Background: an optimization exercise with open tools, aiming at small area and a short achievable clock period. Do not read the settings as production practice.
Power is estimated from default activity; no workload was simulated.

the reference run:
## Vcpu32Alu
module Vcpu32Alu (
   input    wire          clk,
   input    wire[0:31]    a,
   input    wire[0:31]    b,
   input    wire[0:7]     ac,
   output   wire[0:31]    r,
   output   wire          c,
   output   wire          n,
   output   wire          z,
   output   wire          err
   );
==> flow/config.mk <==
export PLATFORM = sky130hd
export DESIGN_NAME = Vcpu32Alu
export DESIGN_NICKNAME = Vcpu32Alu
export VERILOG_FILES = /design/flow/design.v
export SDC_FILE = /design/flow/constraint.sdc
export NUM_CORES = 4
export LEC_CHECK = 0
export CAP_MARGIN = 20
export CORE_MARGIN = 2
export CORE_UTILIZATION = 60
export CTS_BUF_LIST = sky130_fd_sc_hd__clkbuf_4 sky130_fd_sc_hd__clkbuf_8
export SETUP_SLACK_MARGIN = 3.0
export SLEW_MARGIN = 20
==> flow/constraint.sdc <==
create_clock -name core_clock -period 5.5 [get_ports {clk}]
set_input_delay 1.1000 -clock core_clock [delete_from_list [all_inputs] [get_ports {clk}]]
set_output_delay 1.1000 -clock core_clock [all_outputs]
set_load 0.01 [all_outputs]
standard.sh (not shown) runs the stock make flow with config.mk's settings and CLKGATE_MAP_FILE= SYNTH_SCRIPT=/design/flow/synth_recipe.tcl, a recipe that flattens the netlist after the stock synthesis.
==> flow/flow/run.sh <==
#!/bin/bash
# Layout flow: the standard layout (standard.sh: the standard synthesis script and ORFS steps), with
# two changes:
#  - each input and output port is buffered with a plain sky130_fd_sc_hd__buf_1 (PORT_BUF) rather than
#    the delay buffer that buffer_ports picks by default;
#  - the 4-input multiplexer cells (slow select inputs) are added to the platform's don't-use list
#    (EXTRA_DONT_USE), so synthesis builds the A pre-shift from 2-input multiplexers.
# The whole make output goes to standard_flow.log in the work folder; ORFS's per-step logs are
# under orfs/logs/.
set -euo pipefail
cd "$(dirname "${BASH_SOURCE[0]}")/.."
PORT_BUF=sky130_fd_sc_hd__buf_1
EXTRA_DONT_USE="sky130_fd_sc_hd__mux4_1 sky130_fd_sc_hd__mux4_2 sky130_fd_sc_hd__mux4_4"
export BUFFER_PORTS_ARGS="-buffer_cell ${PORT_BUF}"
# the platform's own don't-use list, as ORFS's make computes it
PLATFORM_DONT_USE=$(make -s -C "$FLOW_HOME" DESIGN_CONFIG="$PWD/config.mk" WORK_HOME="$PWD/orfs" \
  print-DONT_USE_CELLS 2> dont_use_probe.log | sed -n 's/^DONT_USE_CELLS: *//p')
echo "platform don't-use: $PLATFORM_DONT_USE" > dont_use.log
[[ -n "$PLATFORM_DONT_USE" ]]
bash standard.sh "DONT_USE_CELLS=${PLATFORM_DONT_USE} ${EXTRA_DONT_USE}" finish > standard_flow.log 2>&1
--- input diff the reference run..the trial run ---
diff --git a/flow/design.v b/flow/design.v
--- a/flow/design.v
+++ b/flow/design.v
@@ -15,39 +15,32 @@
    wire        invB = ac[1];
    wire [1:0]  sh  = ac[3:4];
    wire [2:0]  op  = ac[5:7];
    wire isAdd = ( op == 3'd3 );
    wire selA  = ( op == 3'd1 );
    wire selB  = ( op == 3'd2 );
    wire selAnd = ( op == 3'd5 );
    wire selOr  = ( op == 3'd6 );
    wire selXor = ( op == 3'd7 );
-   wire [31:0] tA = ( sh == 2'd0 ) ? A :
-                    ( sh == 2'd1 ) ? { A[30:0], 1'b0 } :
-                    ( sh == 2'd2 ) ? { A[29:0], 2'b00 } :
-                                     { A[28:0], 3'b000 };
+   wire [3:0]  shD = { sh == 2'd3, sh == 2'd2, sh == 2'd1, sh == 2'd0 };
+   wire [31:0] tA  = ( A & { 32 { shD[0] }} ) | ( { A[30:0], 1'b0 } & { 32 { shD[1] }} ) |
+                     ( { A[29:0], 2'b00 } & { 32 { shD[2] }} ) | ( { A[28:0], 3'b000 } & { 32 { shD[3] }} );
    wire [3:0]  fT = { selA | selB | selAnd | selOr,          
                       selA | isAdd | selOr | selXor,         
                       selB | isAdd | selOr | selXor,         
                       1'b0 };                                
    wire [3:0]  uT = invB ? { fT[2], fT[3], fT[0], fT[1] } : fT;
    wire        gP = isAdd & ~invB;                          
    wire        gN = isAdd & invB;                           
-   wire [31:0] g;
+   wire [31:0] g  = tA & (( B & { 32 { gP }} ) | ( ~B & { 32 { gN }} ));
    wire        cinA = cin & isAdd;
-   wire [31:0] tL;
-   genvar k;
-   generate
-      for ( k = 0; k < 32; k = k + 1 ) begin : lut
-         assign tL[k] = tA[k] ? ( B[k] ? uT[3] : uT[2] ) : ( B[k] ? uT[1] : uT[0] );
-         assign g[k]  = tA[k] & ( B[k] ? gP : gN );
-      end
-   endgenerate
+   wire [31:0] tL = ( tA & B & { 32 { uT[3] }} ) | ( tA & ~B & { 32 { uT[2] }} ) | ( ~tA & B & { 32 { uT[1] }} ) |
+                    ( ~tA & ~B & { 32 { uT[0] }} );
    wire [31:0] p  = tL;
    wire s1c0_g0_1 = g[1] | ( p[1] & g[0] );
    wire s1c0_p0_1 = p[1] & p[0];
    wire sum_0 = tL[0] ^ cinA;
    wire sum_1 = tL[1] ^ ( g[0] | ( p[0] & cinA ));
    wire gco_0 = ( s1c0_g0_1 | ( s1c0_p0_1 & cinA ));
    wire s1c1_g0_1 = g[3] | ( p[3] & g[2] );
    wire s1c1_p0_1 = p[3] & p[2];
    wire sum_2 = tL[2];
## What came out
Taking the reference run as the reference, in the trial run worst-case clock buffer depth essentially unchanged; synthesized cell count went down; maximum clock frequency lower.
Internal power consumption ends up lower on the reference run.
Higher combinational fraction of design power was reported by the reference run, not the trial run.
Overall routing resource usage | the trial run above the reference run
When the final numbers for the reference run and the trial run were put side by side, the share of total power in the clock network turned out to be greater in the trial run.
Count of non-CTS buffers in the layout down 1.8% in the trial run wrt the reference run
From the reference run to the trial run the numbers moved as follows: number of global-route vias before repair went up by 421, worst stage delay on the critical path essentially unchanged.
First-iteration DRC count: the trial run vs the reference run down 9
The trial run: global routing met1 resource utilization 2.3 points below the reference run
The trial run ended up with a lower net switching fraction of the power than the reference run did.
Compared to the reference run, the trial run shows a narrower setup margin.
No run of this note included a check of the RTL's function; only the layout flow was run.

## re-timing with driven ports
No port has a modelled driver above. Below, the same layouts with a new extraction and two added sets of constraints.
Step 1 (the two cells are an assumption about what drives the block):
set clk [get_ports {clk}]
set_driving_cell -lib_cell sky130_fd_sc_hd__clkbuf_16 $clk
set_driving_cell -lib_cell sky130_fd_sc_hd__buf_2 [delete_from_list [all_inputs] $clk]
Step 2 moves the port delays by t, midway between the first and last clock arrival at a register: inputs arrive t later, outputs are due t later. That takes back most of the time a late clock gives input paths.
a / b / c = no drivers / after step 1 / after step 2; a / b = the first two.
| run | shift t [ns] | setup slack, ns | worst register clock-pin slew, ns |
|---|---|---|---|
| the reference run | 0.363 | 3.070 / 3.041 / 2.723 | 0.08 / 0.08 |
| the trial run | 0.387 | 2.918 / 2.885 / 2.718 | 0.09 / 0.09 |
After both steps every run listed still meets setup and hold. The setup slack of the reference run, which loses most, moves by -0.029 ns with the drivers and by -0.347 ns with both steps.
